From an optimization exercise on the open Yosys and OpenROAD flow, aimed at small area, a short achievable clock period and few clock cycles per item; shortcuts taken in it are not production practice. Function was checked by simulation only, so behaviour that the tests miss may differ from the original. Power figures rest on the tool's default switching activity, not on a simulated workload.

===== flow/run.sh =====
#!/bin/bash
# synth_recipe.tcl (not shown) runs the flow's synth.tcl, then flattens the netlist and writes it again
# the make line also repeats each setting of config.mk as NAME=value (left out here)
make -C /OpenROAD-flow-scripts/flow DESIGN_CONFIG=/design/flow/config.mk WORK_HOME=/design/flow/orfs CLKGATE_MAP_FILE= SYNTH_SCRIPT=/design/flow/synth_recipe.tcl finish

===== flow/config.mk =====
export PLATFORM = sky130hd
export DESIGN_NAME = MIPS
export DESIGN_NICKNAME = MIPS
export VERILOG_FILES = /design/flow/design.v
export SDC_FILE = /design/flow/constraint.sdc
export NUM_CORES = 4
export LEC_CHECK = 0
export CAP_MARGIN = 20
export CORE_MARGIN = 2
export CORE_UTILIZATION = 30
export PLACE_DENSITY = 0.5
export SLEW_MARGIN = 20

===== flow/constraint.sdc =====
create_clock -name core_clock -period 10.0 [get_ports {clk}]
set_input_delay 2.0000 -clock core_clock [delete_from_list [all_inputs] [get_ports {clk}]]
set_output_delay 2.0000 -clock core_clock [all_outputs]
set_load 0.01 [all_outputs]

===== flow/design.v =====
module Mux2to1
#(
	parameter WORD_LENGTH = 32
)
(
	input selector,
	input [WORD_LENGTH-1:0]Data_0,
	input [WORD_LENGTH-1:0]Data_1,	
	output [WORD_LENGTH-1:0] Mux_Output
);
assign Mux_Output=selector ? Data_1:Data_0;
endmodule
module Mux4to1
#(
	parameter WORD_LENGTH = 32
)
(
	input [1:0]selector,
	input [WORD_LENGTH-1:0]Data_0,
	input [WORD_LENGTH-1:0]Data_1,
	input [WORD_LENGTH-1:0]Data_2,
	input [WORD_LENGTH-1:0]Data_3,
	output [WORD_LENGTH-1:0] Mux_Output
);
wire [WORD_LENGTH-1:0] wire_muxa;
wire [WORD_LENGTH-1:0] wire_muxb;
Mux2to1
#(
	.WORD_LENGTH(WORD_LENGTH)
)
Mux_A
(
	.selector(selector[0]),
	.Data_0(Data_0),
	.Data_1(Data_1),
	.Mux_Output(wire_muxa)
);
Mux2to1
#(
	.WORD_LENGTH(WORD_LENGTH)
)
Mux_B
(
	.selector(selector[0]),
	.Data_0(Data_2),
	.Data_1(Data_3),
	.Mux_Output(wire_muxb)
);
Mux2to1
#(
	.WORD_LENGTH(WORD_LENGTH)
)
Mux_C
(
	.selector(selector[1]),
	.Data_0(wire_muxa),
	.Data_1(wire_muxb),
	.Mux_Output(Mux_Output)
);
endmodule
 module Register
#(
	parameter WORD_LENGTH = 32
)
(
	input clk,
	input reset,
	input enable,
	input [WORD_LENGTH-1 : 0] Data_Input,
	output [WORD_LENGTH-1 : 0] Data_Output
);
reg  [WORD_LENGTH-1 : 0] Data_reg;
always@(posedge clk) begin
	if(~reset) Data_reg <= 0;
	else begin
			if (enable)	Data_reg <= Data_Input;
			else Data_reg <= Data_reg;
		end
end
assign Data_Output = Data_reg;
endmodule
 module Register_pc
#(
	parameter WORD_LENGTH = 32, parameter DATA_BASE_ADDRESS = 'h40_0000
)
(
	input clk,
	input reset,
	input enable,
	input [WORD_LENGTH-1 : 0] Data_Input,
	output [WORD_LENGTH-1 : 0] Data_Output
);
reg  [WORD_LENGTH-1 : 0] Data_reg;
always@(posedge clk) begin
	if(~reset) Data_reg <= ({WORD_LENGTH{1'b0}}) | DATA_BASE_ADDRESS;
	else begin
			if (enable)	Data_reg <= Data_Input;
			else Data_reg <= Data_reg;
		end
end
assign Data_Output = Data_reg;
endmodule
module sign_extend(
	input [15:0] Data_in,
	output [31:0] Data_out
);
assign Data_out = (Data_in[15])?{{16{1'b1}},Data_in}:{{16{1'b0}},Data_in};
endmodule
module ALU
#(
	parameter WORD_LENGTH = 32
)
(
	input signed [WORD_LENGTH-1:0] A,
	input signed [WORD_LENGTH-1:0] B,
	input [4:0] Shamt,
	input [2:0] Control,
	output signed [WORD_LENGTH-1:0] C
); 
reg signed[WORD_LENGTH-1: 0] reg_C;
always@* begin
		case(Control[2:0])
				3'd0:	reg_C = A + B;								 
				3'd1: reg_C = B << Shamt;							 
				3'd2: reg_C = A | {16'b0, B[15:0]};								 
				3'd3: reg_C = A & B;								 
				3'd4: reg_C = A - B;								 
				3'd5: reg_C = {B[15:0],16'b0};				 
				default: reg_C = 'h40_0000;
			endcase
end
assign C = reg_C;
endmodule
module RegisterFile 
#(
	parameter WORD_LENGTH = 32,
	parameter NUM_REGISTERS = 32,
	parameter READ_REGISTER_LENGTH = CeilLog(NUM_REGISTERS),
	parameter CONTROL_WORD_LENGTH = CeilLog(WORD_LENGTH)
)
(
	input [READ_REGISTER_LENGTH-1:0]read_register_1,
	input [READ_REGISTER_LENGTH-1:0]read_register_2,
	input [CONTROL_WORD_LENGTH-1:0]write_register,
	input [WORD_LENGTH-1:0] write_data,
	input write, clk, reset,
	output [WORD_LENGTH-1:0] read_data_1,
	output [WORD_LENGTH-1:0] read_data_2
);
reg [NUM_REGISTERS-1:0] write_select_reg;
wire [WORD_LENGTH-1:0] output_reg [NUM_REGISTERS-1:0];
reg [WORD_LENGTH-1:0] reg_read_data_1;
reg [WORD_LENGTH-1:0] reg_read_data_2;
Register
#(
	.WORD_LENGTH(WORD_LENGTH)
)
RegisterUnit
(
	.clk(clk),
	.reset(reset),
	.Data_Input({WORD_LENGTH{1'b0}}),
	.enable(1'b1),
	.Data_Output(output_reg[0])
	);
integer j;
genvar i;
generate
	for (i = 1; i < NUM_REGISTERS; i = i+1) begin: register_inst 
	Register
	#(
		.WORD_LENGTH(WORD_LENGTH)
	)
	RegisterUnit
	(
		.clk(clk),
		.reset(reset),
		.Data_Input(write_data),
		.enable(write_select_reg[i]),
		.Data_Output(output_reg[i])
	);
	end
endgenerate
always @(*) begin
	case(read_register_1)
		0: reg_read_data_1 = output_reg[0];
		1: reg_read_data_1 = output_reg[1];
		2: reg_read_data_1 = output_reg[2] ;
		3: reg_read_data_1 = output_reg[3] ;
		4: reg_read_data_1 = output_reg[4] ;
		5: reg_read_data_1 = output_reg[5] ;
		6: reg_read_data_1 = output_reg[6] ;
		7: reg_read_data_1 = output_reg[7] ;
		8: reg_read_data_1 = output_reg[8] ;
		9: reg_read_data_1 = output_reg[9] ;
		10: reg_read_data_1 = output_reg[10] ;
		11: reg_read_data_1 = output_reg[11] ;
		12: reg_read_data_1 = output_reg[12] ;
		13: reg_read_data_1 = output_reg[13] ;
		14: reg_read_data_1 = output_reg[14] ;
		15: reg_read_data_1 = output_reg[15] ;
		16: reg_read_data_1 = output_reg[16] ;
		17: reg_read_data_1 = output_reg[17] ;
		18: reg_read_data_1 = output_reg[18] ;
		19: reg_read_data_1 = output_reg[19] ;
		20: reg_read_data_1 = output_reg[20] ;
		21: reg_read_data_1 = output_reg[21] ;
		22: reg_read_data_1 = output_reg[22] ;
		23: reg_read_data_1 = output_reg[23] ;
		24: reg_read_data_1 = output_reg[24] ;
		25: reg_read_data_1 = output_reg[25] ;
		26: reg_read_data_1 = output_reg[26] ;
		27: reg_read_data_1 = output_reg[27] ;
		28: reg_read_data_1 = output_reg[28] ;
		29: reg_read_data_1 = output_reg[29] ;
		30: reg_read_data_1 = output_reg[30] ;
		31: reg_read_data_1 = output_reg[31] ;	
	endcase
end
always @(*) begin
	case(read_register_2)
		0: reg_read_data_2= output_reg[0];
		1: reg_read_data_2= output_reg[1];
		2: reg_read_data_2= output_reg[2] ;
		3: reg_read_data_2= output_reg[3] ;
		4: reg_read_data_2= output_reg[4] ;
		5: reg_read_data_2= output_reg[5] ;
		6: reg_read_data_2= output_reg[6] ;
		7: reg_read_data_2= output_reg[7] ;
		8: reg_read_data_2= output_reg[8] ;
		9: reg_read_data_2= output_reg[9] ;
		10: reg_read_data_2= output_reg[10] ;
		11: reg_read_data_2= output_reg[11] ;
		12: reg_read_data_2= output_reg[12] ;
		13: reg_read_data_2= output_reg[13] ;
		14: reg_read_data_2= output_reg[14] ;
		15: reg_read_data_2= output_reg[15] ;
		16: reg_read_data_2= output_reg[16] ;
		17: reg_read_data_2= output_reg[17] ;
		18: reg_read_data_2= output_reg[18] ;
		19: reg_read_data_2= output_reg[19] ;
		20: reg_read_data_2= output_reg[20] ;
		21: reg_read_data_2= output_reg[21] ;
		22: reg_read_data_2= output_reg[22] ;
		23: reg_read_data_2= output_reg[23] ;
		24: reg_read_data_2= output_reg[24] ;
		25: reg_read_data_2= output_reg[25] ;
		26: reg_read_data_2= output_reg[26] ;
		27: reg_read_data_2= output_reg[27] ;
		28: reg_read_data_2= output_reg[28] ;
		29: reg_read_data_2= output_reg[29] ;
		30: reg_read_data_2= output_reg[30] ;
		31: reg_read_data_2= output_reg[31] ;		
	endcase
end
always @(write_register, write) begin
			for (j=0; j<NUM_REGISTERS;j=j+1)
				if ((j == write_register) & (write)) write_select_reg[j] = 1'b1;
				else write_select_reg [j] = 1'b0;			
end 
assign read_data_1 = reg_read_data_1;
assign read_data_2 = reg_read_data_2;
     function integer CeilLog;
       input integer data;
       integer i,result;
       begin
          for(i=0; 2**i < data; i=i+1)
             result = i + 1;
          CeilLog = result;
       end
    endfunction
endmodule
module Control (clk, reset, Op, Funct, IorD, ALUControl, ALUSrcB, MemWrite, IRWrite, PCWrite, Branch, PCSrc,ALUSrcA,RegWrite, RegDst, MemtoReg);
input [5:0] Op, Funct;
input clk, reset;
output reg [2:0] ALUControl;
output reg [1:0] ALUSrcB;
output reg IorD,MemWrite, IRWrite, PCWrite, Branch, PCSrc,ALUSrcA,RegWrite, RegDst, MemtoReg;
localparam IDLE = 0;
localparam FETCH = 1;
localparam DECODE = 2;
localparam EXECUTE = 3;
localparam MEMORY = 4;
localparam WRITE_BACK = 5;
localparam ADD = 'h20;
localparam SLL = 'h00;
localparam SUB = 'h22;
localparam LUI = 'hf;
localparam ORI = 'hd;
localparam ADDI = 'h8;
reg [2:0] State;
reg reg_ALUSrcA,reg_IorD,reg_RegWrite,reg_RegDst,reg_MemtoReg,reg_MemWrite;
reg [1:0] reg_ALUSrcB; 
reg [2:0] reg_ALUControl;
reg [127:0] STATE_DEBUG;
always@(posedge clk) begin
	if (reset==0)
		State <= IDLE;
	else begin
		case (State)
		IDLE: State <= FETCH;
		FETCH: State <= DECODE;
		DECODE: State <= EXECUTE;
		EXECUTE: State <= MEMORY;
		MEMORY: State <= WRITE_BACK;
		WRITE_BACK: State <= FETCH;
		endcase
	end
end
always@(State,reg_ALUControl,reg_ALUSrcB,reg_ALUSrcA,reg_IorD,reg_RegWrite,reg_RegDst,reg_MemtoReg,reg_MemWrite)begin
	case (State)
		IDLE: 		{IorD, MemWrite, IRWrite, PCWrite, Branch, PCSrc, ALUControl, ALUSrcB, ALUSrcA, RegWrite, RegDst, MemtoReg,STATE_DEBUG} = {15'b0,({128{1'b0}}|"IDLE")};
		FETCH: 		{IorD, MemWrite, IRWrite, PCWrite, Branch, PCSrc, ALUControl, ALUSrcB, ALUSrcA, RegWrite, RegDst, MemtoReg,STATE_DEBUG} = {15'b0_0_1_1_0_0_000_01_0_0_0_0,({128{1'b0}}|"FETCH")};
		DECODE:		{IorD, MemWrite, IRWrite, PCWrite, Branch, PCSrc, ALUControl, ALUSrcB, ALUSrcA, RegWrite, RegDst, MemtoReg,STATE_DEBUG} = {15'b0,({128{1'b0}}|"DECODE")};
		EXECUTE: 	{IorD, MemWrite, IRWrite, PCWrite, Branch, PCSrc, ALUControl, ALUSrcB, ALUSrcA, RegWrite, RegDst, MemtoReg,STATE_DEBUG} = {6'b0_0_0_0_0_0,reg_ALUControl,reg_ALUSrcB,reg_ALUSrcA,3'b0,({128{1'b0}}|"EXECUTE")};
		MEMORY: 		{IorD, MemWrite, IRWrite, PCWrite, Branch, PCSrc, ALUControl, ALUSrcB, ALUSrcA, RegWrite, RegDst, MemtoReg,STATE_DEBUG} = {reg_IorD,8'b0,3'b1_10,reg_RegWrite,reg_RegDst,reg_MemtoReg,({128{1'b0}}|"MEMORY")};
		WRITE_BACK:	{IorD, MemWrite, IRWrite, PCWrite, Branch, PCSrc, ALUControl, ALUSrcB, ALUSrcA, RegWrite, RegDst, MemtoReg,STATE_DEBUG} = {reg_IorD, reg_MemWrite,13'b0,({128{1'b0}}|"WRITE_BACK")};	
		default:		{IorD, MemWrite, IRWrite, PCWrite, Branch, PCSrc, ALUControl, ALUSrcB, ALUSrcA, RegWrite, RegDst, MemtoReg,STATE_DEBUG} = {15'b0,({128{1'b0}}|"DEFAULT")};
	endcase
end
always @(Op, Funct) begin
	if (Op == 0) begin  
		{reg_ALUSrcB, reg_ALUSrcA,reg_IorD,reg_RegWrite,reg_RegDst,reg_MemtoReg,reg_MemWrite} <= 8'b00_1_0_1_1_0_0;
		case(Funct)
			ADD: 		reg_ALUControl <= 3'b000;
			SLL: 		reg_ALUControl <= 3'b001;
			SUB: 		reg_ALUControl <= 3'b100;
			default: reg_ALUControl <= 3'b000;
		endcase
	end else begin
		{reg_ALUSrcB,reg_ALUSrcA,reg_IorD,reg_RegWrite,reg_RegDst,reg_MemtoReg,reg_MemWrite} <= 'b10_1_0_1_0_0_0;
		case (Op)
			LUI: 		reg_ALUControl <= 3'b101;
			ORI: 		reg_ALUControl <= 3'b010;
			ADDI:    reg_ALUControl <= 3'b000;
			default: reg_ALUControl <= 3'b101;
		endcase
	end
end
endmodule
module MIPS(clk, reset, imem_addr, imem_rdata, rf_we, rf_waddr, rf_wdata);
parameter DATA_WIDTH='d32; 
parameter ADDR_WIDTH='d32;
parameter ADDR_SIZE='d8;
parameter DATA_BASE_ADDRESS='h40_0000;
input clk, reset;
output [ADDR_WIDTH-1:0] imem_addr;
input [DATA_WIDTH-1:0] imem_rdata;
output rf_we;
output [4:0] rf_waddr;
output [DATA_WIDTH-1:0] rf_wdata;
wire [5:0] Op, Funct;
wire [2:0] ALUControl;
wire [1:0] ALUSrcB;
wire IorD, MemWrite, IRWrite, PCWrite, Branch, PCSrc,ALUSrcA,RegWrite, RegDst, MemtoReg, PCEn;
wire [DATA_WIDTH-1:0] PC_PRIMO, PC, Adr, ALUOut, WD, RD, Instr, Data, WD3, RD1, RD2, A, SignImm, SrcA, SrcB, ALUResult;
wire [4:0] A3;
Register_pc #(.WORD_LENGTH(DATA_WIDTH), .DATA_BASE_ADDRESS(DATA_BASE_ADDRESS)) PCEnable (.clk(clk), .reset(reset), .enable(PCEn), .Data_Input(PC_PRIMO), .Data_Output(PC));
Mux2to1 #(.WORD_LENGTH(DATA_WIDTH)) MuxIorD (.selector(IorD), .Data_0({12'b0,PC[21:2]}), .Data_1(ALUOut), .Mux_Output(Adr));
assign RD = imem_rdata;
Register #(.WORD_LENGTH(DATA_WIDTH)) InstructionRegister (.clk(clk), .reset(reset), .enable(IRWrite), .Data_Input(RD), .Data_Output(Instr));
Register #(.WORD_LENGTH(DATA_WIDTH)) DataRegister (.clk(clk), .reset(reset), .enable(1'b1), .Data_Input(RD), .Data_Output(Data));
Mux2to1 #(.WORD_LENGTH(5)) RegDstMux (.selector(RegDst), .Data_0(Instr[20:16]), .Data_1(Instr[15:11]), .Mux_Output(A3));
Mux2to1 #(.WORD_LENGTH(DATA_WIDTH)) MemtoRegMux (.selector(MemtoReg), .Data_0(ALUOut), .Data_1(Data), .Mux_Output(WD3));
RegisterFile #(.WORD_LENGTH(DATA_WIDTH)) RegisterFileMips (.read_register_1(Instr[25:21]),.read_register_2(Instr[20:16]), .write_register(A3), .write_data(WD3), .write(RegWrite), .clk(clk), .reset(reset), .read_data_1(RD1), .read_data_2(RD2));
Register #(.WORD_LENGTH(DATA_WIDTH)) DataRegister_A (.clk(clk), .reset(reset), .enable(1'b1), .Data_Input(RD1), .Data_Output(A));
Register #(.WORD_LENGTH(DATA_WIDTH)) DataRegister_B (.clk(clk), .reset(reset), .enable(1'b1), .Data_Input(RD2), .Data_Output(WD));
sign_extend datosigno (.Data_in(Instr[15:0]), .Data_out(SignImm));
Mux2to1 #(.WORD_LENGTH(DATA_WIDTH)) ALUSrcAMux (.selector(ALUSrcA), .Data_0(PC), .Data_1(A), .Mux_Output(SrcA));
Mux4to1 #(.WORD_LENGTH(DATA_WIDTH)) ALUSrcBMux (.selector (ALUSrcB), .Data_0(WD), .Data_1(32'd4), .Data_2(SignImm), .Data_3({SignImm[DATA_WIDTH-1:2],2'b0}), .Mux_Output(SrcB));
ALU #(.WORD_LENGTH(DATA_WIDTH)) ALUMIPS (.A(SrcA), .B(SrcB), .Shamt(Instr[10:6]), .Control(ALUControl), .C(ALUResult));
Register #(.WORD_LENGTH(DATA_WIDTH)) RegALUResult (.clk(clk), .reset(reset), .enable(1'b1), .Data_Input(ALUResult), .Data_Output(ALUOut));
Mux2to1 #(.WORD_LENGTH(DATA_WIDTH)) ALUOutMux (.selector(PCSrc), .Data_0(ALUResult), .Data_1(ALUOut), .Mux_Output(PC_PRIMO));
Control uControl (clk, reset, Instr[31:26], Instr[5:0], IorD, ALUControl, ALUSrcB, MemWrite, IRWrite, PCWrite, Branch, PCSrc,ALUSrcA,RegWrite, RegDst, MemtoReg);
assign PCEn = PCWrite | Branch;
assign imem_addr = Adr;
assign rf_we = RegWrite;
assign rf_waddr = A3;
assign rf_wdata = WD3;
endmodule

==> out/results.ini, run 1 <==
[power]
p_sw_mw=3.967
intPower_mw=8.191
p_leak_nw=20.48
clkPwrFrac=0.416
ir_drop_mv=0.1785
combPwrFrac=0.190
switching_share=0.3263
powerDensity_nw_per_um2=189.3
seqPwrFrac=0.394

[route]
wl_per_cell_um=38.49
first_iter_violations=13110
routed_wl_um=372000
vias_per_cell=6.722
vias=64970
drtPass1Iterations=13
drc=0
ant_nets=0

[critical_path]
critPathLaunchType=flop
cp_slowest_stage_delay_ps=820
crit_start=uControl.State[2]
crit_required_ps=10730
worst_path_max_delay_cell=or3_1
critPathCaptureType=flop
r2r-start=uControl.State[2]
worstSetupPathType=flop to flop
r2r-end=RegALUResult.Data_reg[30]
worstPathArrival_ps=7680
cp-endpoint=RegALUResult.Data_reg[30]
r2r_cells=19
worstPathMaxFanout=36
reg2reg_slack_ps=3050
crit_chain=nand3b_1 > buf_4 > a31o_2 > a21o_1 > nand2_1 > or3_1 > nand2_1 > xnor2_1 > ha_1 > nor2b_1 > o2111ai_1 > a21oi_1 > o2111ai_1 > a31oi_1 > a21oi_1 > o21ai_0 > xor2_1 > nand2_1 > a41oi_1
crit_path_frequent_cell=nand2_1

[placed_design]
port_buffers=91
place_area_um2=59820
place.gp.congestion=0.9920
pre_cts_ws_ps=3186
place_inst=9408
hpwl_um=215100

[global_route]
grt_max_degree=215
top_usage_layer=met2
met2_usage=0.5168
antenna_found_initial=35
grt_pass1_vias=57510
gr-total-overflow=0
met1_usage=0.4533
grt_pass1_wl_um=496100
gr-usage-all-layers=0.3728
grt.met3_usage=0.1709

[finish]
seqCellArea_um2=23130
nFillCells=19350
fin_nets=7128
multi_input_area_um2=30620
stdcell_count=9665
drive_gt1_frac=0.09640
area_growth_pct=14.91
largest_reg_flops=992
postLayoutCellArea_um2=64250

[clock_network]
cts_max_path_buffers=3
clk_latency_ps=840
root_buffer=clkbuf_16
post_cts_buffers=0
ctsResizeCount=0
clk_pin_slew_worst_paths_ps=60
clock-sinks=1155
cts_made_buffers=132
htree_levels=4
holdBufCountCts=0
cts_tree=built

[sta]
holdWs_ps=454.6
slew_headroom=0.09966
setup_tns_ps=0
drv_slew=0
worst_pin_slew_ps=1340
post-route-min-period_ps=6946
max_freq_ghz=0.1440
hold_viol=0
finalSetupViolations=0
layout_setup_ws_ps=3054
period_share=0.6946
clock_skew_ps=53.23
rsz0062_at_grt=no

[floorplanning]
design.die.area_um2=189800
die_y_um=435.7
die_x_um=435.7
initial_core_util=0.3018
io_pins=104
fp.coreArea_um2=185200
core.rowCount=158

[outcome]
status=finished clean

[synthesis]
yosysWarnings=5
ys_async_sr_fraction=0
syn_area_per_cell_um2=7.666
ys_seq_area_frac=0.4136
synth_most_common_cell=nand2_1
yosys.area.top_type=dfxtp_1
ys_ff_latch=1155
ys.flop_type=dfxtp_1
syn_inst=7293
syn_area_um2=55910
synth_common_cells=nand2_1, dfxtp_1, a21oi_1, clkbuf_1, a221oi_1
synth_top_area_frac=0.4136
synth-edff-count=0
synth_cell_types=89
yosys-top-cells-area=dfxtp_1, nand2_1, a21oi_1, a221oi_1, a22o_1

[worst_hold_path]
hp-class=flop to flop

[job]
drv_cap=0

==> worst max-delay path: cells and delay by family, from the launching register on <==
kind,cells,cell delay (ps)
fa+ha+maj,1,380
buf+inv,1,550
compound gates,9,2770
simple gates,6,2210
flops,1,650
xor+xnor,2,300
==> worst min path at each step <==
| stage | slack, ps | start | cells after the start | to |
|---|---|---|---|---|
| after global placement | 450 | InstructionRegister.Data_reg[12] | 2 | InstructionRegister.Data_reg[12] |
| after CTS | 460 | PCEnable.Data_reg[30] | 2 | PCEnable.Data_reg[30] |
| after floorplan | 430 | PCEnable.Data_reg[0] | 1 | PCEnable.Data_reg[0] |
| final | 450 | PCEnable.Data_reg[30] | 2 | PCEnable.Data_reg[30] |
| after detailed placement | 450 | PCEnable.Data_reg[30] | 2 | PCEnable.Data_reg[30] |
| after global routing | 480 | InstructionRegister.Data_reg[12] | 2 | InstructionRegister.Data_reg[12] |
==> per-stage QoR <==
step                      utilization  power [mW]
after detailed placement       0.3229       7.113
final                          0.3468       12.16
after floorplan                     -       6.159
after global routing           0.3465       12.41
after global placement         0.3229       7.133
after CTS                      0.3462       12.05
==> power by group through the flow <==
stage / clock network [mW] / logic [mW] / registers (mW)
finish: 5.06 / 2.32 / 4.79
global placement: 0 / 2.25 / 4.89
CTS: 5.03 / 2.24 / 4.79
global route: 5.21 / 2.40 / 4.79
floorplan: 0 / 1.27 / 4.89
detailed placement: 0 / 2.23 / 4.88
==> routing by layer <==
layer | wire length (µm) | vias up
li1 | - | 25620
met3 | 59650 | 2063
met4 | 33260 | 46
met5 | 715 | -
met2 | 145100 | 6319
met1 | 133300 | 30920
==> cell families (layout without fill, tap and decap cells) <==
family,Yosys count,after routing,synth area share
AOI/OAI and AO/OA,2305,2305,0.2806
adders and majority gates,38,38,0.008325
and+or+nand+nor,2856,2856,0.2070
muxes,124,124,0.02668
DFF,1155,1155,0.4136
xor gates and xnor gates,58,58,0.009220
buffers and inverters,756,610,0.05456
other,1,39,0.00006707
==> cell type report <==
type | instances | area share
multi-input combinational | 5393 | 0.4766
sequential | 1155 | 0.3600
clock buffer | 188 | 0.05942
tap | 2480 | 0.04830
timing repair buffer | 345 | 0.04495
clock inverter | 41 | 0.007537
inverter | 36 | 0.002220
antenna | 27 | 0.001052
==> cells in the final DEF, fill, tap and decap left out, drive strengths merged, types with 71 or more instances in the layout <==
cell type	synthesis	layout
buf	97	255
a22oi	275	275
nand4	71	71
a22o	319	319
a21oi	1083	1083
mux2i	77	77
a221oi	327	327
nand2	2112	2112
nor3	88	88
clkdlybuf4s50	0	90
clkbuf	623	188
nand3	160	160
nor2	310	310
dfxtp	1155	1155
Testbench counts, summed over its fixed seeds: cycles 16,000, instrs 3,200.
==> inputs of run 2 (changes only) <==
--- a/flow/design.v
+++ b/flow/design.v
@@ -339,42 +339,97 @@
 end
 endmodule
 module MIPS(clk, reset, imem_addr, imem_rdata, rf_we, rf_waddr, rf_wdata);
-parameter DATA_WIDTH='d32; 
-parameter ADDR_WIDTH='d32;
-parameter ADDR_SIZE='d8;
-parameter DATA_BASE_ADDRESS='h40_0000;
 input clk, reset;
-output [ADDR_WIDTH-1:0] imem_addr;
-input [DATA_WIDTH-1:0] imem_rdata;
+output [31:0] imem_addr;
+input [31:0] imem_rdata;
 output rf_we;
 output [4:0] rf_waddr;
-output [DATA_WIDTH-1:0] rf_wdata;
-wire [5:0] Op, Funct;
-wire [2:0] ALUControl;
-wire [1:0] ALUSrcB;
-wire IorD, MemWrite, IRWrite, PCWrite, Branch, PCSrc,ALUSrcA,RegWrite, RegDst, MemtoReg, PCEn;
-wire [DATA_WIDTH-1:0] PC_PRIMO, PC, Adr, ALUOut, WD, RD, Instr, Data, WD3, RD1, RD2, A, SignImm, SrcA, SrcB, ALUResult;
-wire [4:0] A3;
-Register_pc #(.WORD_LENGTH(DATA_WIDTH), .DATA_BASE_ADDRESS(DATA_BASE_ADDRESS)) PCEnable (.clk(clk), .reset(reset), .enable(PCEn), .Data_Input(PC_PRIMO), .Data_Output(PC));
-Mux2to1 #(.WORD_LENGTH(DATA_WIDTH)) MuxIorD (.selector(IorD), .Data_0({12'b0,PC[21:2]}), .Data_1(ALUOut), .Mux_Output(Adr));
-assign RD = imem_rdata;
-Register #(.WORD_LENGTH(DATA_WIDTH)) InstructionRegister (.clk(clk), .reset(reset), .enable(IRWrite), .Data_Input(RD), .Data_Output(Instr));
-Register #(.WORD_LENGTH(DATA_WIDTH)) DataRegister (.clk(clk), .reset(reset), .enable(1'b1), .Data_Input(RD), .Data_Output(Data));
-Mux2to1 #(.WORD_LENGTH(5)) RegDstMux (.selector(RegDst), .Data_0(Instr[20:16]), .Data_1(Instr[15:11]), .Mux_Output(A3));
-Mux2to1 #(.WORD_LENGTH(DATA_WIDTH)) MemtoRegMux (.selector(MemtoReg), .Data_0(ALUOut), .Data_1(Data), .Mux_Output(WD3));
-RegisterFile #(.WORD_LENGTH(DATA_WIDTH)) RegisterFileMips (.read_register_1(Instr[25:21]),.read_register_2(Instr[20:16]), .write_register(A3), .write_data(WD3), .write(RegWrite), .clk(clk), .reset(reset), .read_data_1(RD1), .read_data_2(RD2));
-Register #(.WORD_LENGTH(DATA_WIDTH)) DataRegister_A (.clk(clk), .reset(reset), .enable(1'b1), .Data_Input(RD1), .Data_Output(A));
-Register #(.WORD_LENGTH(DATA_WIDTH)) DataRegister_B (.clk(clk), .reset(reset), .enable(1'b1), .Data_Input(RD2), .Data_Output(WD));
-sign_extend datosigno (.Data_in(Instr[15:0]), .Data_out(SignImm));
-Mux2to1 #(.WORD_LENGTH(DATA_WIDTH)) ALUSrcAMux (.selector(ALUSrcA), .Data_0(PC), .Data_1(A), .Mux_Output(SrcA));
-Mux4to1 #(.WORD_LENGTH(DATA_WIDTH)) ALUSrcBMux (.selector (ALUSrcB), .Data_0(WD), .Data_1(32'd4), .Data_2(SignImm), .Data_3({SignImm[DATA_WIDTH-1:2],2'b0}), .Mux_Output(SrcB));
-ALU #(.WORD_LENGTH(DATA_WIDTH)) ALUMIPS (.A(SrcA), .B(SrcB), .Shamt(Instr[10:6]), .Control(ALUControl), .C(ALUResult));
-Register #(.WORD_LENGTH(DATA_WIDTH)) RegALUResult (.clk(clk), .reset(reset), .enable(1'b1), .Data_Input(ALUResult), .Data_Output(ALUOut));
-Mux2to1 #(.WORD_LENGTH(DATA_WIDTH)) ALUOutMux (.selector(PCSrc), .Data_0(ALUResult), .Data_1(ALUOut), .Mux_Output(PC_PRIMO));
-Control uControl (clk, reset, Instr[31:26], Instr[5:0], IorD, ALUControl, ALUSrcB, MemWrite, IRWrite, PCWrite, Branch, PCSrc,ALUSrcA,RegWrite, RegDst, MemtoReg);
-assign PCEn = PCWrite | Branch;
-assign imem_addr = Adr;
-assign rf_we = RegWrite;
-assign rf_waddr = A3;
-assign rf_wdata = WD3;
+output [31:0] rf_wdata;
+reg [19:0] pc;
+reg rst_q;                  
+always @(posedge clk) begin
+	rst_q <= reset;
+	if (~reset) pc <= 20'd0;
+	else pc <= pc + 20'd1;
+end
+assign imem_addr = {12'd0, pc};
+reg [31:0] ir;
+reg v_d, v_e, v_w;
+always @(posedge clk) ir <= imem_rdata;
+wire [5:0] op    = ir[31:26];
+wire [4:0] rs    = ir[25:21];
+wire [4:0] rt    = ir[20:16];
+wire [4:0] rd    = ir[15:11];
+wire [4:0] shamt = ir[10:6];
+wire [15:0] imm  = ir[15:0];
+wire [5:0] funct = ir[5:0];
+wire rtype  = ~op[3];               
+wire is_sll = rtype & ~funct[5];
+wire is_sub = rtype & funct[1];
+wire is_lui = ~rtype & op[1];
+wire is_ori = ~rtype & op[0] & ~op[1];
+wire use_a  = ~is_sll & ~is_lui;    
+wire use_b  = rtype;                
+wire [4:0] dest = rtype ? rd : rt;
+reg [31:0] a_e, b_e;
+reg fwd_a, fwd_b;
+reg [4:0] sh_e;
+reg sub_e, or_e, sll_e;
+reg [4:0] dest_e;
+reg [31:0] res_w;
+reg [4:0] dest_w;
+reg [32*32-1:0] rf;
+wire clr = ~rst_q;
+wire [31:0] wdata = res_w & {32{~clr}};
+genvar gi;
+generate
+	for (gi = 1; gi < 32; gi = gi + 1) begin : g_rf
+		wire we = clr | (v_w & (dest_w == gi));
+		always @(posedge clk)
+			if (we) rf[gi*32 +: 32] <= wdata;
+	end
+endgenerate
+wire byp_a = v_w & (dest_w == rs) & (rs != 5'd0);
+wire byp_b = v_w & (dest_w == rt) & (rt != 5'd0);
+reg [31:0] rd_a, rd_b;
+integer k;
+always @(*) begin
+	rd_a = res_w & {32{byp_a & use_a}};
+	rd_b = res_w & {32{byp_b & use_b}};
+	for (k = 1; k < 32; k = k + 1) begin
+		rd_a = rd_a | (rf[k*32 +: 32] & {32{(rs == k) & ~byp_a & use_a}});
+		rd_b = rd_b | (rf[k*32 +: 32] & {32{(rt == k) & ~byp_b & use_b}});
+	end
+end
+wire [31:0] imm_v = is_lui ? {imm, 16'd0} : is_ori ? {16'd0, imm} : {{16{imm[15]}}, imm};
+always @(posedge clk) begin
+	a_e    <= rd_a;
+	b_e    <= use_b ? rd_b : imm_v;
+	fwd_a  <= use_a & v_e & (dest_e == rs) & (rs != 5'd0);
+	fwd_b  <= use_b & v_e & (dest_e == rt) & (rt != 5'd0);
+	sh_e   <= shamt;
+	sub_e  <= is_sub;
+	or_e   <= is_ori;
+	sll_e  <= is_sll;
+	dest_e <= dest;
+end
+wire [31:0] opa = fwd_a ? res_w : a_e;
+wire [31:0] opb = fwd_b ? res_w : b_e;
+wire [31:0] bx  = opb ^ {32{sub_e}};
+wire [32:0] sum33 = {opa, 1'b1} + {bx, sub_e};
+wire [31:0] sum = sum33[32:1];
+wire [31:0] shl = opb << sh_e;
+wire [31:0] res = or_e ? (opa | opb) : sll_e ? shl : sum;
+always @(posedge clk) begin
+	res_w  <= res;
+	dest_w <= dest_e;
+end
+always @(posedge clk) begin
+	v_d <= reset & rst_q;
+	v_e <= reset & v_d;
+	v_w <= reset & v_e;
+end
+assign rf_we    = v_w;
+assign rf_waddr = dest_w;
+assign rf_wdata = res_w;
 endmodule
==> run 2 against run 1 <==
- count of clock-buffer cells in the layout decreased by 38
- synthesized cell count shrank 49%
- register-to-register slack better by 2300 ps
- via count down 35%
- critical path depth is 7 lower
- global-route usage is 7.8 points lower
- wire length decreased by 28%
- still clean on timing, DRC and antenna
- cell count decreased by 37%
- clock skew up 6.2 ps
- core utilization up 0.36 points
- critical path type unchanged
==> out/results.ini, run 2 <==
[synthesis]
synth-xor-area-share=0.01589  ; +0.006673
yosys-top-cells-area=edfxtp_1, a22oi_1, dfxtp_1, nand4_1, mux2i_1
ys.flop_type=edfxtp_1
yosys.area.top_type=edfxtp_1
syn_area_um2=51250  ; -8.3%
yosysWarnings=1  ; -4
ys_seq_area_frac=0.6472  ; +0.2337
synth_fa_ha_area_frac=0.007812  ; -0.0005128
synth_compound_area_frac=0.1877  ; -0.09287
syn_inst=3721  ; -49%
synth-edff-count=992  ; +992
syn_area_per_cell_um2=13.77  ; +80%
synth_top_family_by_area=compound AO/OA/AOI/OAI gates
synthMuxAreaShare=0.03357  ; +0.006892
synthSimpleGateAreaFrac=0.07846  ; -0.1286
synth_cell_types=78  ; -12%
synth_most_common_cell=edfxtp_1
ys_async_sr_fraction=0  ; unchanged
ys_ff_latch=1161  ; +0.52%
synth_common_cells=edfxtp_1, a22oi_1, nand4_1, dfxtp_1, clkbuf_1
synth_top_area_frac=0.5812  ; +0.1677

[floorplanning]
fp.coreArea_um2=169500  ; -8.5%
core.rowCount=151  ; -4.4%
die_x_um=417.3  ; -4.2%
design.die.area_um2=174200  ; -8.3%
initial_core_util=0.3024  ; +0.0005896
die_y_um=417.3  ; -4.2%
io_pins=104  ; unchanged

[global_route]
gr-total-overflow=0  ; unchanged
grt_pass1_vias=39670  ; -31%
gr-usage-all-layers=0.2951  ; -0.07768
grt_pass1_wl_um=350700  ; -29%
grt_max_degree=53  ; -75%
antenna_found_initial=22  ; -37%

[finish]
fin_nets=3837  ; -46%
drive_gt1_frac=0.1254  ; +0.02896
final_common_cell=edfxtp_1
largest_reg_flops=992  ; unchanged
mostFrequentLayoutCells=edfxtp_1, a22oi_1, nand4_1
area_growth_pct=15.86

[critical_path]
critPathCaptureType=flop
worstPathArrival_ps=5270  ; -2410 ps
r2r_cells=12  ; -7
cp_slowest_stage_delay_ps=610  ; -210 ps
reg2reg_slack_ps=5390  ; +2330 ps
worstPathMaxFanout=48  ; +33%
r2r-end=res_w[31]
crit_required_ps=10660  ; -70 ps
r2r-start=fwd_b
crit_chain=buf_4 > mux2i_1 > xnor2_1 > ha_1 > nand3_1 > nor4_2 > o2111ai_1 > a21oi_1 > o2111a_1 > o211ai_1 > a2111oi_0 > nor3_1
worstSetupPathType=flop to flop
worst_path_max_delay_cell=buf_4
critPathLaunchType=flop

[placed_design]
port_buffers=88  ; -3.3%
hpwl_um=133200  ; -38%
pre_cts_ws_ps=5432  ; +2246 ps
place.gp.congestion=0.9089  ; -8.4%

[clock_network]
cts_tree=built
post_cts_buffers=0  ; unchanged
clk_latency_ps=800  ; -40 ps
root_buffer=clkbuf_16
holdBufCountCts=0  ; unchanged
htree_levels=3  ; -1
clock-sinks=1161  ; +0.52%
cts_max_path_buffers=3  ; unchanged
ctsResizeCount=0  ; unchanged
cts_made_buffers=119  ; -9.8%
clk_pin_slew_worst_paths_ps=60  ; about the same

[worst_hold_path]
hp-class=flop to flop
holdPathStages=0  ; -2
min_to=dest_w[2]
timing.hold.worst.start=dest_e[2]

[sta]
rsz0062_at_grt=no
finalSetupViolations=0  ; unchanged
period_share=0.4614  ; -0.2332
max_freq_ghz=0.2167  ; +51%
worst_pin_slew_ps=1246  ; -94.01 ps
hold_viol=0  ; unchanged
drv_slew=0  ; unchanged
setup_tns_ps=0  ; unchanged
layout_setup_ws_ps=5386  ; +2332 ps
slew_headroom=0.1681  ; +0.06841
clock_skew_ps=59.43  ; +6.196 ps
post-route-min-period_ps=4614  ; -2332 ps

[outcome]
status=finished clean

[route]
wl_per_cell_um=43.71  ; +14%
vias_per_cell=6.954  ; +3.5%
drc=0  ; unchanged
drtPass1Iterations=8  ; -5
first_iter_violations=10250  ; -22%
ant_nets=0  ; unchanged
vias=42430  ; -35%
routed_wl_um=266700  ; -28%

[power]
p_leak_nw=19.92  ; -2.8%
ir_drop_mv=0.1864  ; +4.5%
powerDensity_nw_per_um2=226.1  ; +19%

[job]
drv_cap=0  ; unchanged

-- run 2: changes by cell type in the layout (fill, tap and decap cells not counted), moves of 54 or more --
cell      previous run  this run
nor3_1              76        20
dfxtp_1           1152       162
edfxtp_1             0       992
nand3_1            159        98
a21oi_1           1081        59
a221oi_1           326        92
a22o_1             319        84
a222oi_1            70        16
nand2_1           2082        82
nand4_1             70       177
a22oi_1            275       827
nor2_1             221        64
or4_1                1        59
buf_4              248       113
-- run 2: cell families after synthesis --
kind of cell             count (synthesis)
flip-flops                            1161
XOR/XNOR                                93
buffers and inverters                  318
AO/OA/AOI/OAI                         1281
AND/OR/NAND/NOR                        697
other                                    1
multiplexers                           138
adder cells (fa/ha/maj)                 32
-- run 2: final cells by class --
type | instances | area, µm²
tap | 2218 | 2775
antenna | 6 | 15.01
timing repair buffer | 201 | 1729
fill | 16240 | 110100
inverter | 35 | 131.4
clock buffer | 150 | 3237
sequential | 1161 | 33190
multi-input combinational | 2253 | 17410
clock inverter | 77 | 898.4
-- run 2: where the power goes --
| group | leakage (nW) | switching (mW) | internal [mW] |
|---|---|---|---|
| Combinational | 6.38 | 1.07 | 0.505 |
| Clock | 1.99 | 2.07 | 2.70 |
| Sequential | 11.5 | 0.794 | 6.29 |
| Total | 19.9 | 3.94 | 9.49 |
-- run 2: metal layers --
layer | track usage | wire length [µm]
met1 | 0.3751 | 94710
met2 | 0.4182 | 108400
met3 | 0.1228 | 44610
met4 | 0.1716 | 18620
met5 | 0.004724 | 391
-- run 2: worst max-delay path by stage --
stage | startpoint | to
6_report | fwd_b | res_w[31]
4_1_cts | fwd_b | res_w[31]
2_1_floorplan | fwd_b | res_w[24]
3_5_place_dp | fwd_b | res_w[31]
3_3_place_gp | fwd_b | res_w[31]
5_1_grt | fwd_b | res_w[31]
-- run 2: through the flow --
step | instances | cell area, µm² | util | hold slack, ps | power, mW
after floorplan | 3732 | 51290 | - | 350.4 | 7.566
after global routing | 6095 | 59370 | 0.3503 | 411.4 | 13.69
final | 6101 | 59380 | 0.3504 | 405.6 | 13.43
after global placement | 5868 | 55230 | 0.3259 | 392.9 | 8.612
after detailed placement | 5868 | 55230 | 0.3259 | 391.7 | 8.615
after CTS | 6095 | 59370 | 0.3503 | 405.6 | 13.29
-- run 2: critical path: cells and delay by family, from the launching register on --
| kind | cells | cell delay [ps] |
|---|---|---|
| buffers and inverters | 1 | 610 |
| AND/OR/NAND/NOR | 3 | 760 |
| flip-flops | 1 | 440 |
| XOR/XNOR | 1 | 130 |
| AO/OA/AOI/OAI | 5 | 1570 |
| adder cells (fa/ha/maj) | 1 | 320 |
| multiplexers | 1 | 590 |
Testbench counts of run 2, summed over its fixed seeds: cycles 3,232, instrs 3,200.
==> inputs of run 3 (changes only) <==
--- a/flow/design.v
+++ b/flow/design.v
@@ -372,54 +372,62 @@
 wire use_b  = rtype;                
 wire [4:0] dest = rtype ? rd : rt;
 reg [31:0] a_e, b_e;
-reg fwd_a, fwd_b;
 reg [4:0] sh_e;
 reg sub_e, or_e, sll_e;
 reg [4:0] dest_e;
 reg [31:0] res_w;
 reg [4:0] dest_w;
+reg ph;
+always @(posedge clk) ph <= ~ph & rst_q;
 reg [32*32-1:0] rf;
-wire clr = ~rst_q;
-wire [31:0] wdata = res_w & {32{~clr}};
+reg [31:1] we_r, nwe_r;
+reg clr_r;
+wire [31:0] wdn = ~(res_w & {32{~clr_r}}) ^ {32{~ph & ~clr_r}};
 genvar gi;
 generate
 	for (gi = 1; gi < 32; gi = gi + 1) begin : g_rf
-		wire we = clr | (v_w & (dest_w == gi));
-		always @(posedge clk)
-			if (we) rf[gi*32 +: 32] <= wdata;
+		always @(posedge clk) begin
+			we_r[gi]  <= ~reset | (v_e & (dest_e == gi));
+			nwe_r[gi] <= ~(~reset | (v_e & (dest_e == gi)));
+			rf[gi*32 +: 32] <= ~(({32{we_r[gi]}} | rf[gi*32 +: 32]) & ({32{nwe_r[gi]}} | wdn));
+		end
 	end
 endgenerate
+always @(posedge clk) clr_r <= ~reset;
 wire byp_a = v_w & (dest_w == rs) & (rs != 5'd0);
 wire byp_b = v_w & (dest_w == rt) & (rt != 5'd0);
-reg [31:0] rd_a, rd_b;
+wire nz_a = use_a & (rs != 5'd0);
+wire nz_b = use_b & (rt != 5'd0);
+reg [31:0] sel_a, sel_b;
 integer k;
 always @(*) begin
-	rd_a = res_w & {32{byp_a & use_a}};
-	rd_b = res_w & {32{byp_b & use_b}};
+	sel_a = 32'd0;
+	sel_b = 32'd0;
 	for (k = 1; k < 32; k = k + 1) begin
-		rd_a = rd_a | (rf[k*32 +: 32] & {32{(rs == k) & ~byp_a & use_a}});
-		rd_b = rd_b | (rf[k*32 +: 32] & {32{(rt == k) & ~byp_b & use_b}});
+		sel_a = sel_a | (rf[k*32 +: 32] & {32{(rs == k) & use_a}});
+		sel_b = sel_b | (rf[k*32 +: 32] & {32{(rt == k) & use_b}});
 	end
 end
+wire [31:0] rd_a = byp_a & use_a ? res_w : sel_a ^ {32{ph & nz_a}};
+wire [31:0] rd_b = byp_b & use_b ? res_w : sel_b ^ {32{ph & nz_b}};
 wire [31:0] imm_v = is_lui ? {imm, 16'd0} : is_ori ? {16'd0, imm} : {{16{imm[15]}}, imm};
+wire [31:0] res;
+wire fwd_a_d = use_a & v_e & (dest_e == rs) & (rs != 5'd0);
+wire fwd_b_d = use_b & v_e & (dest_e == rt) & (rt != 5'd0);
+wire [31:0] b_d = use_b ? (fwd_b_d ? res : rd_b) : imm_v;
 always @(posedge clk) begin
-	a_e    <= rd_a;
-	b_e    <= use_b ? rd_b : imm_v;
-	fwd_a  <= use_a & v_e & (dest_e == rs) & (rs != 5'd0);
-	fwd_b  <= use_b & v_e & (dest_e == rt) & (rt != 5'd0);
+	a_e    <= fwd_a_d ? res : rd_a;
+	b_e    <= b_d ^ {32{is_sub}};    
 	sh_e   <= shamt;
 	sub_e  <= is_sub;
 	or_e   <= is_ori;
 	sll_e  <= is_sll;
 	dest_e <= dest;
 end
-wire [31:0] opa = fwd_a ? res_w : a_e;
-wire [31:0] opb = fwd_b ? res_w : b_e;
-wire [31:0] bx  = opb ^ {32{sub_e}};
-wire [32:0] sum33 = {opa, 1'b1} + {bx, sub_e};
+wire [32:0] sum33 = {a_e, 1'b1} + {b_e, sub_e};
 wire [31:0] sum = sum33[32:1];
-wire [31:0] shl = opb << sh_e;
-wire [31:0] res = or_e ? (opa | opb) : sll_e ? shl : sum;
+wire [31:0] shl = b_e << sh_e;
+assign res = or_e ? (a_e | b_e) : sll_e ? shl : sum;
 always @(posedge clk) begin
 	res_w  <= res;
 	dest_w <= dest_e;
==> run 3 against run 2 <==
- still clean
- cell count is 31% higher
- cell area up 3.2%
- clock power rose by 7.8%
- total power increased by 20%
- die area rose by 4.3%
- critical path depth unchanged
- sequential power grew 7.9%
- flip-flop and latch count is 62 higher
- register-to-register slack worse by 900 ps
- largest cell class is now multi-input combinational cells
==> out/results.ini, run 3 <==
[synthesis]
syn_inst=5750  ; +55%
ys_seq_area_frac=0.4578  ; -0.1895
synth_common_cells=dfxtp_1, o22ai_1, clkbuf_1, nand3_1, a22oi_1
ys_async_sr_fraction=0  ; unchanged
syn_area_um2=53490  ; +4.4%
synth_cell_types=88  ; +13%
synth-edff-count=0  ; -100%
synth_most_common_cell=dfxtp_1
yosysWarnings=1  ; unchanged
ys.flop_type=dfxtp_1
yosys-top-cells-area=dfxtp_1, o22ai_1, a22oi_1, nand3_1, clkbuf_1
ys_ff_latch=1223  ; +5.3%
syn_area_per_cell_um2=9.302  ; -32%
synth_top_area_frac=0.4578  ; -0.1234
yosys.area.top_type=dfxtp_1

[critical_path]
critPathCaptureType=flop
worstPathMaxFanout=42  ; -13%
critPathLaunchType=flop
worstPathArrival_ps=6220  ; +950 ps
r2r-start=ir[18]
crit_required_ps=10710  ; +50 ps
crit_start=ir[18]
worstSetupPathType=flop to flop

[route]
ant_nets=0  ; unchanged
routed_wl_um=336500  ; +26%
first_iter_violations=12430  ; +21%
vias=58980  ; +39%
drc=0  ; unchanged
wl_per_cell_um=42.23  ; -3.4%
vias_per_cell=7.401  ; +6.4%
drtPass1Iterations=9  ; +1

[clock_network]
htree_levels=4  ; +1
cts_made_buffers=135  ; +13%
clk_pin_slew_worst_paths_ps=60  ; about the same
ctsResizeCount=0  ; unchanged
post_cts_buffers=0  ; unchanged
cts_tree=built
holdBufCountCts=0  ; unchanged
root_buffer=clkbuf_16
clk_latency_ps=840  ; +40 ps
cts_max_path_buffers=3  ; unchanged
clock-sinks=1223  ; +5.3%

[placed_design]
hpwl_um=181100  ; +36%
place_area_um2=56700  ; +2.7%
place.gp.congestion=0.9525  ; +4.8%
port_buffers=88  ; unchanged

[global_route]
grt_pass1_vias=53440  ; +35%
grt_max_degree=132  ; +150%
antenna_found_initial=20  ; -9.1%
gr-total-overflow=0  ; unchanged
grt_pass1_wl_um=449900  ; +28%
gr-usage-all-layers=0.3539  ; +0.05877

[sta]
period_share=0.5511  ; +0.08970
finalSetupViolations=0  ; unchanged
setup_tns_ps=0  ; unchanged
rsz0062_at_grt=no
worst_pin_slew_ps=1364  ; +118.0 ps
drv_slew=0  ; unchanged
max_freq_ghz=0.1815  ; -16%
hold_viol=0  ; unchanged
post-route-min-period_ps=5511  ; +897.0 ps
holdWs_ps=449.3  ; +43.71 ps
clock_skew_ps=50.52  ; -8.909 ps
slew_headroom=0.09052  ; -0.07755

[finish]
fin_nets=5599  ; +46%
seqCellArea_um2=24670  ; -26%
final_common_cell=dfxtp_1
drive_gt1_frac=0.1137  ; -0.01167
mostFrequentLayoutCells=dfxtp_1, o22ai_1, nand3_1
multi_input_area_um2=26490  ; +52%
area_growth_pct=14.54
largest_reg_flops=992  ; unchanged
postLayoutCellArea_um2=61260  ; +3.2%
nFillCells=18020  ; +11%

[floorplanning]
die_y_um=426.2  ; +2.1%
fp.coreArea_um2=176700  ; +4.3%
initial_core_util=0.3027  ; about the same
design.die.area_um2=181700  ; +4.3%
io_pins=104  ; unchanged
die_x_um=426.2  ; +2.1%
core.rowCount=154  ; +2.0%

[worst_hold_path]
hp-class=flop to flop
timing.hold.worst.start=v_d

[power]
p_leak_nw=22.26  ; +12%
powerDensity_nw_per_um2=262.9  ; +16%
ir_drop_mv=0.1322  ; -29%

[outcome]
status=finished clean

[job]
drv_cap=0  ; unchanged

-- run 3: worst paths after layout --
path | to | slack, ps | depth (start not counted)
max | b_e[28] | 4490 | 12
min | v_e | 450 | 1
max reg2reg | b_e[28] | 4490 | 12
min reg2reg | v_e | 450 | 1
-- run 3: kinds of logic (layout without fill, tap and decap cells) --
kind of cell             count (synthesis)  count (layout)  synth area share
AO/OA/AOI/OAI                         2167            2167            0.2870
XOR/XNOR                               133             133           0.02178
adder cells (fa/ha/maj)                 65              65           0.01535
buffers and inverters                  787             629           0.05935
flip-flops                            1223            1223            0.4578
multiplexers                           136             136           0.03411
other                                    1              38        0.00007011
AND/OR/NAND/NOR                       1238            1238            0.1246
-- run 3: layer usage --
layer  share of wire  vias to the layer above  GRT usage
met5          0.0012                        -   0.004497
met4           0.093                       28     0.2511
met3            0.17                     2060     0.1855
met2            0.38                     6156     0.4771
met1            0.35                    28540     0.4256
li1                -                    22190          -
-- run 3: area by class of cell --
| type | instances | area share |
|---|---|---|
| Multi-Input combinational cell | 3751 | 0.4324 |
| Clock buffer | 190 | 0.06330 |
| Antenna cell | 26 | 0.001062 |
| Sequential cell | 1223 | 0.4028 |
| Tap cell | 2340 | 0.04779 |
| Clock inverter | 50 | 0.009068 |
| Timing Repair Buffer | 258 | 0.03560 |
| Inverter | 131 | 0.008027 |
-- run 3: through the flow --
stage               cells  setup WS (ps)    util  power (mW)
floorplan            5761           7039       -       9.073
global placement     7697           4901  0.3204       10.69
detailed placement   7700           4874  0.3209       10.75
CTS                  7940           4891  0.3460       15.77
global route         7945           4707  0.3464       16.47
finish               7969           4489  0.3467       16.10
-- run 3: where the power goes --
group | internal (mW) | switching [mW]
sequential | 6.11 | 1.53
clock | 2.86 | 2.28
combinational | 1.28 | 2.05
total | 10.2 | 5.86
-- run 3: critical path, cell delays in order (launching register included) --
cell	delay (ps)
dfxtp_1	800
nor4b_4	330
buf_4	680
buf_4	690
and2_1	640
buf_4	490
a22oi_1	200
nand4_1	180
nor3_1	100
and3_1	160
or3_1	420
a31o_1	210
a221o_1	340
Testbench counts of run 3, summed over its fixed seeds: cycles 3,232, instrs 3,200.
==> inputs of run 4 (changes only) <==
--- a/flow/design.v
+++ b/flow/design.v
@@ -353,91 +353,108 @@
 	else pc <= pc + 20'd1;
 end
 assign imem_addr = {12'd0, pc};
-reg [31:0] ir;
-reg v_d, v_e, v_w;
-always @(posedge clk) ir <= imem_rdata;
-wire [5:0] op    = ir[31:26];
-wire [4:0] rs    = ir[25:21];
-wire [4:0] rt    = ir[20:16];
-wire [4:0] rd    = ir[15:11];
-wire [4:0] shamt = ir[10:6];
-wire [15:0] imm  = ir[15:0];
-wire [5:0] funct = ir[5:0];
-wire rtype  = ~op[3];               
-wire is_sll = rtype & ~funct[5];
-wire is_sub = rtype & funct[1];
-wire is_lui = ~rtype & op[1];
-wire is_ori = ~rtype & op[0] & ~op[1];
-wire use_a  = ~is_sll & ~is_lui;    
-wire use_b  = rtype;                
-wire [4:0] dest = rtype ? rd : rt;
-reg [31:0] a_e, b_e;
-reg [4:0] sh_e;
-reg sub_e, or_e, sll_e;
-reg [4:0] dest_e;
-reg [31:0] res_w;
-reg [4:0] dest_w;
-reg ph;
-always @(posedge clk) ph <= ~ph & rst_q;
+reg v_d, v_e, v_w;           
+reg [4:0] dest_d, dest_e;    
+reg ph;                      
+wire [31:0] in = imem_rdata;
+wire [4:0] i_rs = in[25:21];
+wire [4:0] i_rt = in[20:16];
+wire i_rtype = ~in[29];                  
+wire i_sll   = i_rtype & ~in[5];
+wire i_use_a = ~(i_rtype ? ~in[5] : in[27]);    
+wire i_use_b = i_rtype;                  
+wire [4:0] i_dest = i_rtype ? in[15:11] : in[20:16];
+wire i_nz_a = i_use_a & (i_rs != 5'd0);
+wire i_nz_b = i_use_b & (i_rt != 5'd0);
+wire i_fa = i_nz_a & v_d & (i_rs == dest_d);
+wire i_fb = i_nz_b & v_d & (i_rt == dest_d);
+wire i_ba = i_nz_a & v_e & (i_rs == dest_e);
+wire i_bb = i_nz_b & v_e & (i_rt == dest_e);
+reg [31:1] sa_d, sb_d;       
+reg fa_d, fb_d, ba_d, bb_d, nz_a_d, nz_b_d;
+reg sub_d, sll_d, or_d, lui_d, use_b_d;
+reg [15:0] imm_d;
+integer k;
+always @(posedge clk) begin
+	for (k = 1; k < 32; k = k + 1) begin
+		sa_d[k] <= i_use_a & (i_rs == k) & ~i_ba;
+		sb_d[k] <= i_use_b & (i_rt == k) & ~i_bb;
+	end
+	fa_d   <= i_fa;
+	fb_d   <= i_fb;
+	ba_d   <= i_ba;
+	bb_d   <= i_bb;
+	nz_a_d <= i_nz_a;
+	nz_b_d <= i_nz_b;
+	sub_d  <= i_rtype & in[1];
+	sll_d  <= i_sll;
+	or_d   <= ~i_rtype & in[26] & ~in[27];
+	lui_d  <= ~i_rtype & in[27];
+	use_b_d <= i_use_b;
+	imm_d  <= in[15:0];
+	dest_d <= i_dest;
+end
 reg [32*32-1:0] rf;
-reg [31:1] we_r, nwe_r;
+reg [31:1] we_r, nwe_r;      
+reg [31:0] wb_enc;           
 reg clr_r;
-wire [31:0] wdn = ~(res_w & {32{~clr_r}}) ^ {32{~ph & ~clr_r}};
+always @(posedge clk) begin
+	clr_r <= ~rst_q;
+	ph <= ~clr_r & ~ph;
+end
 genvar gi;
 generate
 	for (gi = 1; gi < 32; gi = gi + 1) begin : g_rf
 		always @(posedge clk) begin
-			we_r[gi]  <= ~reset | (v_e & (dest_e == gi));
-			nwe_r[gi] <= ~(~reset | (v_e & (dest_e == gi)));
-			rf[gi*32 +: 32] <= ~(({32{we_r[gi]}} | rf[gi*32 +: 32]) & ({32{nwe_r[gi]}} | wdn));
+			we_r[gi]  <= ~rst_q | (v_e & (dest_e == gi));
+			nwe_r[gi] <= ~rst_q | ~(v_e & (dest_e == gi));
+			rf[gi*32 +: 32] <= ~(({32{we_r[gi]}} | rf[gi*32 +: 32]) & ({32{nwe_r[gi]}} | wb_enc));
 		end
 	end
 endgenerate
-always @(posedge clk) clr_r <= ~reset;
-wire byp_a = v_w & (dest_w == rs) & (rs != 5'd0);
-wire byp_b = v_w & (dest_w == rt) & (rt != 5'd0);
-wire nz_a = use_a & (rs != 5'd0);
-wire nz_b = use_b & (rt != 5'd0);
-reg [31:0] sel_a, sel_b;
-integer k;
+reg [31:0] ra, rb;
 always @(*) begin
-	sel_a = 32'd0;
-	sel_b = 32'd0;
+	ra = wb_enc & {32{ba_d}};
+	rb = wb_enc & {32{bb_d}};
 	for (k = 1; k < 32; k = k + 1) begin
-		sel_a = sel_a | (rf[k*32 +: 32] & {32{(rs == k) & use_a}});
-		sel_b = sel_b | (rf[k*32 +: 32] & {32{(rt == k) & use_b}});
+		ra = ra | (rf[k*32 +: 32] & {32{sa_d[k]}});
+		rb = rb | (rf[k*32 +: 32] & {32{sb_d[k]}});
 	end
 end
-wire [31:0] rd_a = byp_a & use_a ? res_w : sel_a ^ {32{ph & nz_a}};
-wire [31:0] rd_b = byp_b & use_b ? res_w : sel_b ^ {32{ph & nz_b}};
-wire [31:0] imm_v = is_lui ? {imm, 16'd0} : is_ori ? {16'd0, imm} : {{16{imm[15]}}, imm};
+wire [31:0] rd_a = ra ^ {32{ph & nz_a_d}};
+wire [31:0] rd_b = rb ^ {32{ph & nz_b_d}};
+wire [15:0] imm = imm_d;
+wire [31:0] imm_v = lui_d ? {imm, 16'd0} : or_d ? {16'd0, imm} : {{16{imm[15]}}, imm};
 wire [31:0] res;
-wire fwd_a_d = use_a & v_e & (dest_e == rs) & (rs != 5'd0);
-wire fwd_b_d = use_b & v_e & (dest_e == rt) & (rt != 5'd0);
-wire [31:0] b_d = use_b ? (fwd_b_d ? res : rd_b) : imm_v;
+reg [31:0] a_e, b_e;
+reg [4:0] sh_e;
+reg sub_e, or_e, sll_e;
 always @(posedge clk) begin
-	a_e    <= fwd_a_d ? res : rd_a;
-	b_e    <= b_d ^ {32{is_sub}};    
-	sh_e   <= shamt;
-	sub_e  <= is_sub;
-	or_e   <= is_ori;
-	sll_e  <= is_sll;
-	dest_e <= dest;
+	a_e    <= fa_d ? res : rd_a;
+	b_e    <= (fb_d ? res : (rd_b | (imm_v & {32{~use_b_d}}))) ^ {32{sub_d}};
+	sh_e   <= imm[10:6];
+	sub_e  <= sub_d;
+	or_e   <= or_d;
+	sll_e  <= sll_d;
+	dest_e <= dest_d;
 end
 wire [32:0] sum33 = {a_e, 1'b1} + {b_e, sub_e};
 wire [31:0] sum = sum33[32:1];
 wire [31:0] shl = b_e << sh_e;
 assign res = or_e ? (a_e | b_e) : sll_e ? shl : sum;
+reg [4:0] waddr_q;
+reg [31:0] wdata_q;          
 always @(posedge clk) begin
-	res_w  <= res;
-	dest_w <= dest_e;
+	wb_enc  <= res ^ {32{~ph}};
+	wdata_q <= res;
+	waddr_q <= dest_e;
 end
 always @(posedge clk) begin
-	v_d <= reset & rst_q;
-	v_e <= reset & v_d;
-	v_w <= reset & v_e;
+	v_d <= rst_q & reset;
+	v_e <= rst_q & v_d;
+	v_w <= rst_q & v_e;
 end
 assign rf_we    = v_w;
-assign rf_waddr = dest_w;
-assign rf_wdata = res_w;
+assign rf_waddr = waddr_q;
+assign rf_wdata = wdata_q;
 endmodule
==> flow/flow/run.sh (new file) <==
#!/bin/bash
# Own layout flow: the standard synthesis unchanged, then the standard ORFS
# steps with a tighter repair target (setup margin), port buffers from buf_2
# (repair may resize them), and a clock tree with larger sink clusters and no
# dummy loads. Each step's full output goes to a log file in this folder.
set -euo pipefail
bash standard.sh synth > run_synth.log 2>&1
bash standard.sh \
  SETUP_SLACK_MARGIN=6.8 \
  "BUFFER_PORTS_ARGS=-buffer_cell sky130_fd_sc_hd__buf_2" \
  "CTS_ARGS=-sink_clustering_enable -repair_clock_nets -dont_use_dummy_load -sink_clustering_size 26 -sink_clustering_max_diameter 80" \
  finish > run_layout.log 2>&1
==> flow/standard.sh (new file) <==
#!/bin/bash
# synth_recipe.tcl (not shown) runs the flow's synth.tcl, then flattens the netlist and writes it again
# the make line also repeats each setting of config.mk as NAME=value (left out here)
make -C /OpenROAD-flow-scripts/flow DESIGN_CONFIG=/design/flow/config.mk WORK_HOME=/design/flow/orfs CLKGATE_MAP_FILE= SYNTH_SCRIPT=/design/flow/synth_recipe.tcl "${@:-finish}"
--- a/flow/config.mk
+++ b/flow/config.mk
@@ -7,6 +7,6 @@
 export LEC_CHECK = 0
 export CAP_MARGIN = 20
 export CORE_MARGIN = 2
-export CORE_UTILIZATION = 30
-export PLACE_DENSITY = 0.5
+export CORE_UTILIZATION = 40
+export PLACE_DENSITY = 0.6
 export SLEW_MARGIN = 20
removed: flow/run.sh
==> run 4 against run 3 <==
- sequential share of layout area rose by 6.0 points
- core utilization rose by 9.3 points
- total power fell by 24%
- worst setup slack improved by 2000 ps
- synthesized cell count fell by 5.7%
- count of clock-buffer cells in the layout fell by 129
- critical path depth fell by 5
- cell area fell by 5.7%
- via count fell by 2.7%
- highest routed layer unchanged
==> out/results.ini, run 4 <==
[outcome]
status=finished clean

[power]
p_leak_nw=20.67  ; -7.1%
powerDensity_nw_per_um2=212.1  ; -19%
combPwrFrac=0.245  ; +0.039
p_sw_mw=4.419  ; -25%
ir_drop_mv=0.1410  ; +6.6%
seqPwrFrac=0.521  ; +0.047
clkPwrFrac=0.234  ; -0.085
power_mw=12.26  ; -24%
intPower_mw=7.839  ; -24%
switching_share=0.3605  ; -0.003178

[route]
ant_nets=0  ; unchanged
vias=57380  ; -2.7%
routed_wl_um=310600  ; -7.7%
drtPass1Iterations=13  ; +4
wl_per_cell_um=44.53  ; +5.4%
drc=0  ; unchanged
vias_per_cell=8.226  ; +11%
first_iter_violations=14440  ; +16%

[clock_network]
clk_pin_slew_worst_paths_ps=110  ; +50 ps
cts_max_path_buffers=3  ; unchanged
clock-sinks=1320  ; +7.9%
cts_tree=built
holdBufCountCts=0  ; unchanged
clk_latency_ps=780  ; -60 ps
cts_made_buffers=61  ; -55%
root_buffer=clkbuf_16
htree_levels=2  ; -2

[finish]
stdcell_count=6975  ; -12%
drive_gt1_frac=0.1346  ; +0.02094
mostFrequentLayoutCells=dfxtp_1, o22ai_1, a22oi_1
postLayoutCellArea_um2=57790  ; -5.7%
nFillCells=12680  ; -30%
final_common_cell=dfxtp_1
largest_reg_flops=992  ; unchanged
area_growth_pct=9.011
fin_nets=5278  ; -5.7%

[synthesis]
ys_async_sr_fraction=0  ; unchanged
syn_area_um2=53020  ; -0.88%
ys_seq_area_frac=0.4984  ; +0.04068
yosysWarnings=1  ; unchanged
synth_top_area_frac=0.4984  ; +0.04068
synth_common_cells=dfxtp_1, o22ai_1, clkbuf_1, a22oi_1
yosys.area.top_type=dfxtp_1
ys.flop_type=dfxtp_1
synth_cell_types=86  ; -2.3%
synth-edff-count=0  ; unchanged
syn_area_per_cell_um2=9.780  ; +5.1%
ys_ff_latch=1320  ; +7.9%
yosys-top-cells-area=dfxtp_1, o22ai_1, a22oi_1, a221oi_1, a22o_1
syn_inst=5421  ; -5.7%
synth_most_common_cell=dfxtp_1

[global_route]
gr-usage-all-layers=0.4350  ; +0.08117
met2_usage=0.5346  ; +0.05745
met1_usage=0.5309  ; +0.1053
grt_pass1_wl_um=414500  ; -7.9%
antenna_found_initial=24  ; +20%
grt.met3_usage=0.2802  ; +0.09477
top_usage_layer=met2
grt_pass1_vias=50650  ; -5.2%
grt_max_degree=62  ; -53%
gr-total-overflow=0  ; unchanged

[sta]
rsz0062_at_grt=yes
setup_tns_ps=0  ; unchanged
drv_slew=0  ; unchanged
hold_viol=0  ; unchanged
slew_headroom=0.04259  ; -0.04793
max_freq_ghz=0.2873  ; +58%
post-route-min-period_ps=3481  ; -2030 ps
holdWs_ps=335.4  ; -113.9 ps
clock_skew_ps=84.20  ; +33.68 ps
finalSetupViolations=0  ; unchanged
period_share=0.3481  ; -0.2030
worst_pin_slew_ps=1425  ; +60.92 ps

[job]
drv_cap=0  ; unchanged

[floorplanning]
initial_core_util=0.4033  ; +0.1006
core.rowCount=133  ; -14%
fp.coreArea_um2=131500  ; -26%
io_pins=104  ; unchanged
die_x_um=368.1  ; -14%
die_y_um=368.1  ; -14%
design.die.area_um2=135500  ; -25%

[placed_design]
place_inst=6833  ; -11%
hpwl_um=158200  ; -13%
port_buffers=88  ; unchanged
place_area_um2=54870  ; -3.2%
place.gp.congestion=0.9802  ; +2.9%

[critical_path]
critPathLaunchType=flop
worstPathArrival_ps=4170  ; -2050 ps
crit_required_ps=10690  ; -20 ps
critPathCaptureType=flop
worstPathMaxFanout=20  ; -52%
worstSetupPathType=flop to flop

[worst_hold_path]
hp-class=flop to flop

run 4: cell count changes after synthesis, moves of 69 or more:
cell	previous run	this run
a221oi_1	128	261
a22oi_1	344	502
and3_1	112	22
nor2_1	64	133
dfxtp_1	1223	1320
a222oi_1	77	0
buf_2	128	8
a22o_1	134	261
nand3_1	435	38
run 4: cell families (layout without fill, tap and decap cells):
family	Yosys count	in the layout	share of synthesized area
fa+ha+maj	65	65	0.01548
compound gates	2323	2323	0.3125
flops	1320	1320	0.4984
xor+xnor	181	181	0.02990
buf+inv	717	462	0.05223
simple gates	740	740	0.07049
other cells	1	55	0.00007073
mux	74	74	0.02084
run 4: final timing paths:
path,from,to,slack [ps],cells past startpoint
worst max-delay path,sa_d[18],a_e[15],6520,7
worst min-delay path,sll_d,sll_e,340,0
worst max register to register,sa_d[18],a_e[15],6520,7
worst min register to register,sll_d,sll_e,340,0
run 4: power groups by stage:
stage	combinational, mW	sequential (mW)	clock, mW
CTS	2.72	6.33	2.80
global route	3.11	6.41	2.98
detailed placement	2.59	6.43	0
finish	3.00	6.39	2.87
floorplan	1.77	6.20	0
global placement	2.58	6.43	0
run 4: through the flow:
stage                 util  setup slack (ps)
global placement    0.4173              6051
finish              0.4396              6519
CTS                 0.4341              6707
floorplan                -              6580
global route        0.4389              6722
detailed placement  0.4174              6017
run 4: final cells by class:
class | count | area [µm²] | share of cell area
diodes | 43 | 107.6 | 0.001862
clock buffers | 61 | 1526 | 0.02641
inverters | 110 | 414.1 | 0.007166
multi-input cells | 3395 | 24600 | 0.4257
flip-flops and latches | 1320 | 26750 | 0.4628
well taps | 1755 | 2196 | 0.03800
repair buffers | 291 | 2197 | 0.03802
run 4: layer usage:
metal / share of wire / vias to the layer above
met1: 0.35 / 27070
met3: 0.19 / 2367
li1: - / 20780
met4: 0.11 / 23
met2: 0.35 / 7140
met5: 0.0018 / -
run 4: repair_timing:
item                                   4_1_cts  5_1_grt
buffers inserted                            20       15
endpoints found under the hold margin        0        0
pin swaps                                   11       12
setup endpoints to repair                  102      102
resized for setup                          115       94
run 4: critical path: stages (launching register included):
cell and delay (ps):
dfxtp_2 600, buf_4 490, a22o_1 340, a221oi_1 260
nand4_1 130, nor3_1 1090, xnor2_1 230, o21ai_1 200
Testbench counts of run 4, summed over its fixed seeds: cycles 3,232, instrs 3,200.

what the ideal ports hide:
The flow's constraints put no driver on any port. The routed layouts listed below were extracted and timed again, unchanged, in two steps. Step 1, drivers: a clkbuf_16 drives clk and a buf_2 each remaining input, both assumed. Step 2 also shifts input and output timing later by t, the mid clock arrival at the registers, as if the neighbouring blocks saw the same clock. Three values: ideal ports, drivers, drivers and shift; two values: the first two.
| run | t, ns | setup WS [ns] | hold slack, ns | worst setup path at the end | slew at the worst register clock pin (ns) |
|---|---|---|---|---|---|
| run 1 | 0.901 | 3.054 / 3.054 / 3.054 | 0.455 / 0.455 / 0.455 | register to register | 0.07 / 0.07 |
| run 2 | 0.860 | 5.386 / 5.386 / 5.386 | 0.406 / 0.406 / 0.406 | register to register | 0.07 / 0.07 |
| run 3 | 0.895 | 4.489 / 4.489 / 4.489 | 0.449 / 0.449 / 0.449 | register to register | 0.07 / 0.07 |
| run 4 | 0.823 | 6.519 / 6.519 / 6.270 | 0.335 / 0.335 / 0.335 | input to register | 0.11 / 0.11 |
After both steps every run listed still meets setup and hold. The setup slack of run 4, which loses most, moves by 0.000 ns with the drivers and by -0.249 ns with both steps.
